Context: an optimization exercise on an open-source flow, tuned for small area and a short achievable clock period. The choices shown serve that exercise and are no tape-out recipe. At most, simulation tests tie the RTL to the original design; equivalence was not proved. The clock port is modelled as an ideal driver, which makes a skipped or thinned clock tree look cheaper than it is; a real chip needs a root buffer or a tree. Power and IR drop assume default switching activity.

08-08:
## test_wrapper
module test_wrapper #(
	parameter SYS_VERSION = 41,
	parameter WIDTH = 16,
	parameter NUM_SUB_MON = 3
)(
	input clk,
	input reset,
	input       [5:0] slave_address,
	input             slave_read,
	input             slave_write,
	input      [31:0] slave_writedata,
	output reg [31:0] slave_readdata,
	output [15:0] dut_a,
	output [15:0] dut_b,
	input  [15:0] dut_out
);
	wire [7:0] we;
	wire [6:0] rs;
	wire       rd_hold;
	wire [7:0] we_hi;
	wire [6:0] rs_hi;
	wire       rd_hold_hi;
	host_dec u_host_dec_hi (
		.addr(slave_address), .rd(slave_read), .wr(slave_write),
		.we(we_hi), .rs(rs_hi), .hold(rd_hold_hi)
	);
	host_dec u_host_dec (
		.addr(slave_address), .rd(slave_read), .wr(slave_write),
		.we(we), .rs(rs), .hold(rd_hold)
	);
	reg [31:0] ctrl;
	wire [31:0] ctrl_next = {we_hi[0] ? slave_writedata[31:16] : ctrl[31:16],
	                         we[0]    ? slave_writedata[15:0]  : ctrl[15:0]};
	reg        fsel;
	reg [15:0] man_a, man_b, set_a, set_b, clr_a, clr_b;
	always @(posedge clk)
		ctrl <= ctrl_next;
	always @(posedge clk) begin
		if (we[1]) fsel  <= slave_writedata[0];
		if (we[6]) clr_a <= slave_writedata[15:0];
		if (we[7]) clr_b <= slave_writedata[15:0];
	end
	reg [15:0] stg_data;
	reg [3:0]  stg_we;
	reg        fsel_d;
	always @(posedge clk) begin
		stg_data <= slave_writedata[15:0];
		stg_we   <= we[5:2];
		fsel_d   <= fsel;
	end
	always @(posedge clk) begin
		if (stg_we[0]) man_a <= stg_data;
		if (stg_we[1]) man_b <= stg_data;
		if (stg_we[2]) set_a <= stg_data;
		if (stg_we[3]) set_b <= stg_data;
	end
	wire rst    = ctrl[0];
	wire en     = ctrl[1];
	wire freeze = ctrl[2];
	reg [31:0] ra, rb;
	reg        rst_d, en_d, rst_dd, en_dd, zero_d, zero_dd;
	function [31:0] lfsr_step(input [31:0] r);
		lfsr_step = {r[0], r[31], r[30] ^ r[0], r[29:27], r[26] ^ r[0], r[25] ^ r[0], r[24:1]};
	endfunction
	always @(posedge clk) begin
		rst_d  <= rst;
		en_d   <= en;
		rst_dd <= rst_d;
		en_dd  <= en_d;
	end
	always @(posedge clk)
		if (rst_dd) begin
			ra <= 32'hCAFEF00D;
			rb <= 32'hFEEDC0DE;
		end else if (en_dd) begin
			ra <= lfsr_step(ra);
			rb <= lfsr_step(rb);
		end
	localparam S_IDLE = 2'd0, S_READY = 2'd1, S_COUNT = 2'd2, S_DONE = 2'd3;
	reg [1:0] tstate;
	reg [3:0] delay_count;
	reg [3:0] out_count;
	wire dut_zero = ~|dut_out;
	always @(posedge clk)
  ...
Size in the first run: roughly 1,900 cells after synthesis, about 17,000 um2 of cells after synthesis.
clock: 3.0 ns
lec_check: 0
abc_area: 1
cap_margin: 20
core_margin: 2
core_utilization: 40
setup_slack_margin: 1.4
slew_margin: 20
synth_hierarchical: 1
standard.sh (not shown) runs the stock make flow with config.mk's settings and CLKGATE_MAP_FILE= SYNTH_SCRIPT=/design/flow/synth_recipe.tcl, a recipe that flattens the netlist after the stock synthesis.
==> flow/flow/run.sh <==
#!/bin/bash
set -euo pipefail
here=$(cd "$(dirname "$0")" && pwd)
export BUFFER_PORTS_ARGS="-buffer_cell sky130_fd_sc_hd__buf_2"
export CTS_ARGS="-sink_clustering_enable -repair_clock_nets -dont_use_dummy_load -sink_clustering_size 25 -sink_clustering_max_diameter 80"
export PRE_CTS_TCL="$here/cts_root.tcl"
export FLOW_CLOCK_PORT=clk
bash standard.sh > make.log 2>&1
==> flow/flow/cts_root.tcl <==
rename clock_tree_synthesis my_tritoncts
proc clock_tree_synthesis { args } {
  my_tritoncts {*}$args
  my_drop_root_buffer
}

proc my_drop_root_buffer { } {
  set block [ord::get_db_block]
  set port_net [$block findNet $::env(FLOW_CLOCK_PORT)]
  set roots {}
  foreach it [$port_net getITerms] { lappend roots $it }
  if { [llength $roots] != 1 } { puts "drop_root: port drives [llength $roots] pins, kept"; return }
  set rit [lindex $roots 0]
  set root [$rit getInst]
  if { ![string match "sky130_fd_sc_hd__clkbuf_*" [[$root getMaster] getName]] } { puts "drop_root: no root buffer"; return }
  set root_net "NULL"
  foreach it [$root getITerms] {
    if { [$it isOutputSignal] } { set root_net [$it getNet] }
  }
  set loads {}
  foreach it [$root_net getITerms] {
    if { [$it isOutputSignal] } { continue }
    if { ![string match "sky130_fd_sc_hd__clkbuf_*" [[[$it getInst] getMaster] getName]] } {
      puts "drop_root: root drives a non-buffer, kept"; return
    }
    lappend loads $it
  }
  if { [llength $loads] > 4 } { puts "drop_root: root drives [llength $loads] buffers, kept"; return }
  foreach it $loads {
    $it disconnect
    $it connect $port_net
  }
  foreach it [$root getITerms] { $it disconnect }
  odb::dbInst_destroy $root
  odb::dbNet_destroy $root_net
  puts "drop_root: the clock port drives [llength $loads] buffers directly"
}
### 08-08 -> 12-04
diff --git a/flow/design.v b/flow/design.v
--- a/flow/design.v
+++ b/flow/design.v
@@ -14,26 +14,18 @@
 	output [15:0] dut_b,
 	input  [15:0] dut_out
 );
 	wire [7:0] we;
 	wire [6:0] rs;
 	wire       rd_hold;
-	wire [7:0] we_hi;
-	wire [6:0] rs_hi;
-	wire       rd_hold_hi;
-	host_dec u_host_dec_hi (
-		.addr(slave_address), .rd(slave_read), .wr(slave_write),
-		.we(we_hi), .rs(rs_hi), .hold(rd_hold_hi)
-	);
 	host_dec u_host_dec (
 		.addr(slave_address), .rd(slave_read), .wr(slave_write),
 		.we(we), .rs(rs), .hold(rd_hold)
 	);
 	reg [31:0] ctrl;
-	wire [31:0] ctrl_next = {we_hi[0] ? slave_writedata[31:16] : ctrl[31:16],
-	                         we[0]    ? slave_writedata[15:0]  : ctrl[15:0]};
+	wire [31:0] ctrl_next = we[0] ? slave_writedata : ctrl;
 	reg        fsel;
 	reg [15:0] man_a, man_b, set_a, set_b, clr_a, clr_b;
 	always @(posedge clk)
 		ctrl <= ctrl_next;
 	always @(posedge clk) begin
 		if (we[1]) fsel  <= slave_writedata[0];
@@ -211,30 +203,28 @@
 	wire [31:0] maxacc_w = {26'h0, maxacc[4], 1'b0, maxacc[3:0]};
 	wire [31:0] minacc_w = {26'h0, minacc[4], 1'b0, minacc[3:0]};
 	wire [31:0] rd_next;
 	genvar gb;
 	generate
 		for (gb = 0; gb < 32; gb = gb + 1) begin: rdbit
-			wire [6:0] rsb   = (gb < 16) ? rs : rs_hi;
-			wire       holdb = (gb < 16) ? rd_hold : rd_hold_hi;
 			wire n_c, n_d, n_e, n_f, n_h, a_cdef;
-			cell_nand2 u_c (.a(rsb[0]), .b(ctrl[gb]), .y(n_c));
-			cell_nand2 u_d (.a(rsb[2]), .b(dut_delay[gb]), .y(n_d));
-			cell_nand2 u_e (.a(rsb[3]), .b(data_ctr[gb]), .y(n_e));
-			cell_nand2 u_f (.a(rsb[4]), .b(error_ctr[gb]), .y(n_f));
-			cell_nand2 u_h (.a(holdb), .b(slave_readdata[gb]), .y(n_h));
+			cell_nand2 u_c (.a(rs[0]), .b(ctrl[gb]), .y(n_c));
+			cell_nand2 u_d (.a(rs[2]), .b(dut_delay[gb]), .y(n_d));
+			cell_nand2 u_e (.a(rs[3]), .b(data_ctr[gb]), .y(n_e));
+			cell_nand2 u_f (.a(rs[4]), .b(error_ctr[gb]), .y(n_f));
+			cell_nand2 u_h (.a(rd_hold), .b(slave_readdata[gb]), .y(n_h));
 			cell_and4  u_cdef (.a(n_c), .b(n_d), .c(n_e), .d(n_f), .y(a_cdef));
 			if (gb == 4 || gb > 5) begin: narrow
 				cell_nand2 u_y (.a(a_cdef), .b(n_h), .y(rd_next[gb]));
 			end else begin: wide
 				wire n_mx, n_mn, a_rest;
-				cell_nand2 u_mx (.a(rsb[5]), .b(maxacc_w[gb]), .y(n_mx));
-				cell_nand2 u_mn (.a(rsb[6]), .b(minacc_w[gb]), .y(n_mn));
+				cell_nand2 u_mx (.a(rs[5]), .b(maxacc_w[gb]), .y(n_mx));
+				cell_nand2 u_mn (.a(rs[6]), .b(minacc_w[gb]), .y(n_mn));
 				if ((SYS_VERSION >> gb) & 1) begin: sv1
 					wire n_sv;
-					cell_inv  u_sv (.a(rsb[1]), .y(n_sv));
+					cell_inv  u_sv (.a(rs[1]), .y(n_sv));
 					cell_and4 u_rest (.a(n_h), .b(n_mx), .c(n_mn), .d(n_sv), .y(a_rest));
 				end else begin: sv0
 					cell_and3 u_rest (.a(n_h), .b(n_mx), .c(n_mn), .y(a_rest));
 				end
 				cell_nand2 u_y (.a(a_cdef), .b(a_rest), .y(rd_next[gb]));
 			end
Findings:
Area growth from synthesis to layout delta for 12-04 relative to 08-08: 1.8 points lower
Of 12-04 and 08-08, it is 12-04 that has the lower total met2 wirelength after detailed routing.
The global-route wire length before repair of 12-04 falls short of that of 08-08 by 3.6%.
Compared with 08-08, in 12-04 design area went down by 530 um2, power was more or less identical.
Status | 12-04 and 08-08 | clean
Only the layout flow was run in 08-08; the RTL was not checked for function there.

* * *

test_wrapper, a different RTL version from the one above (not shown whole).
Size: ~18000 µm² of cells after synthesis.
Settings: LEC_CHECK=0, ABC_AREA=1, CAP_MARGIN=20, CORE_MARGIN=2, CORE_UTILIZATION=40, SETUP_SLACK_MARGIN=1.4, SLEW_MARGIN=20, SYNTH_HIERARCHICAL=1; clock period 3.0 ns.
==> flow/flow/run.sh <==
#!/bin/bash
set -euo pipefail
here=$(cd "$(dirname "$0")" && pwd)
export BUFFER_PORTS_ARGS="-buffer_cell sky130_fd_sc_hd__buf_2"
export CTS_ARGS="-sink_clustering_enable -repair_clock_nets -dont_use_dummy_load -sink_clustering_size 30 -sink_clustering_max_diameter 80"
export PRE_CTS_TCL="$here/cts_root.tcl"
export FLOW_CLOCK_PORT=clk
bash standard.sh > make.log 2>&1
Scripts as last shown in full above: flow/flow/cts_root.tcl
The starting point finished with timing, DRC and antenna clean.
Then changed:
--- a/flow/design.v
+++ b/flow/design.v
@@ -120,36 +120,35 @@
 		ref2 <= {r1_p ^ hi_c[7:0], r1_lo};
 	wire [15:0] x = dut_out ^ ref2;
 	integer i;
 	reg [4:0] lzc;
 	always @(*) begin
 		lzc = 5'd16;
 		for (i = 0; i < 16; i = i + 1)
 			if (x[i]) lzc = 5'd15 - i;
 	end
-	reg [3:0] rdy_ctr;
-	always @(posedge clk)
-		if (rst)
-			rdy_ctr <= 4'd0;
-		else if (!rdy_ctr[3])
-			rdy_ctr <= rdy_ctr + 1'b1;
-	wire ready = rdy_ctr[3];
-	wire ready_next = !rst && (rdy_ctr[3] || &rdy_ctr[2:0]);
 	reg [4:0] lz1, lz2, lz3, lz4, lz5;
 	always @(posedge clk) begin
 		lz1 <= lzc;
 		lz2 <= lz1;
 		lz3 <= lz2;
 		lz4 <= lz3;
-		lz5 <= ready_next ? lz4 : 5'd16;
+		lz5 <= lz4;
 	end
+	reg [3:0] rdy_ctr;
+	always @(posedge clk)
+		if (rst)
+			rdy_ctr <= 4'd0;
+		else if (!rdy_ctr[3])
+			rdy_ctr <= rdy_ctr + 1'b1;
+	wire ready = rdy_ctr[3];
 	reg sb_en;
-	wire sb_en_next = !ctrl_next[2] && ready_next;
+	wire sb_en_next = !ctrl_next[2] && !rst && (rdy_ctr[3] || &rdy_ctr[2:0]);
 	always @(posedge clk)
 		sb_en <= sb_en_next;
 	reg [31:0] data_ctr, error_ctr;
 	reg [4:0]  acc, maxacc, minacc;
 	reg err_en;
 	always @(posedge clk)
 		err_en <= sb_en_next && !lz4[4];
 	reg [2:0] data_f, error_f;
 	wire [3:0] data_ci  = {sb_en  & (&data_f),  sb_en  & (&data_f[1:0]),  sb_en  & data_f[0],  sb_en};
@@ -170,37 +169,27 @@
 					data_ctr[8 * j +: 8] <= data_ctr[8 * j +: 8] + 1'b1;
 				if (error_ci[j])
 					error_ctr[8 * j +: 8] <= error_ctr[8 * j +: 8] + 1'b1;
 			end
 			for (j = 0; j < 3; j = j + 1) begin
 				data_f[j]  <= &data_ctr[8 * j + 1 +: 7]  & (data_ctr[8 * j]  ^ data_ci[j]);
 				error_f[j] <= &error_ctr[8 * j + 1 +: 7] & (error_ctr[8 * j] ^ error_ci[j]);
 			end
 		end
-	wire [4:0] acc_next = lz5;
+	wire [4:0] acc_next = ready ? lz5 : 5'd16;
 	always @(posedge clk)
 		acc <= acc_next;
 	reg        acc_gt, acc_lt;
-	function gt5(input [4:0] a, input [4:0] b);
-		reg r;
-		integer i;
-		begin
-			r = 1'b0;
-			for (i = 0; i < 5; i = i + 1)
-				r = (a[i] & ~b[i]) | (~(a[i] ^ b[i]) & r);
-			gt5 = r;
-		end
-	endfunction
 	wire       max_upd = sb_en && acc_gt;
 	wire       min_upd = sb_en && acc_lt;
 	always @(posedge clk) begin
-		acc_gt <= rst ? gt5(acc_next, 5'd0)  : max_upd ? gt5(acc_next, acc) : gt5(acc_next, maxacc);
-		acc_lt <= rst ? gt5(5'd16, acc_next) : min_upd ? gt5(acc, acc_next) : gt5(minacc, acc_next);
+		acc_gt <= rst ? (acc_next > 5'd0)  : max_upd ? (acc_next > acc) : (acc_next > maxacc);
+		acc_lt <= rst ? (acc_next < 5'd16) : min_upd ? (acc_next < acc) : (acc_next < minacc);
 	end
 	always @(posedge clk)
 		if (rst) begin
 			maxacc <= 5'd0;
 			minacc <= 5'd16;
 		end else begin
 			if (max_upd) maxacc <= acc;
 			if (min_upd) minacc <= acc;
 		end
The changed run passed the timing, DRC and antenna checks.
Wire length falls by 0.50%.
Sequential share of layout area rises by 0.27 points.
Die area is about the same.
Non-clock buffer count stays the same.
Final cell count stays flat.
No functional check of the RTL was part of any run of this note.

separate check: timing with driven ports:
In the flow no input, the clock included, has a driving cell. The finished layouts below were timed again as built, in two steps.
Step 1, drivers: a clkbuf_16 drives clk and a buf_2 each remaining input, both assumed.
Step 2 moves the port delays by t, midway between the first and last clock arrival at a register: inputs arrive t later, outputs are due t later. That takes back most of the time a late clock gives input paths.
Three values: ideal ports, drivers, drivers and shift; two values: the first two.
| run | shift t [ns] | setup slack, ns | latest minus earliest clock arrival (ns) |
|---|---|---|---|
| 08-08 | 0.478 | 1.403 / 1.358 / 1.045 | 0.064 / 0.065 |
| 12-04 | 0.481 | 1.430 / 1.357 / 1.003 | 0.068 / 0.068 |
| the first run of note 2 | 0.472 | 1.355 / 1.283 / 0.988 | 0.089 / 0.089 |
| the second run of note 2 | 0.492 | 1.290 / 1.290 / 0.956 | 0.075 / 0.075 |
After both steps every run listed still meets setup and hold. The setup slack of 12-04, which loses most, moves by -0.073 ns with the drivers and by -0.427 ns with both steps.
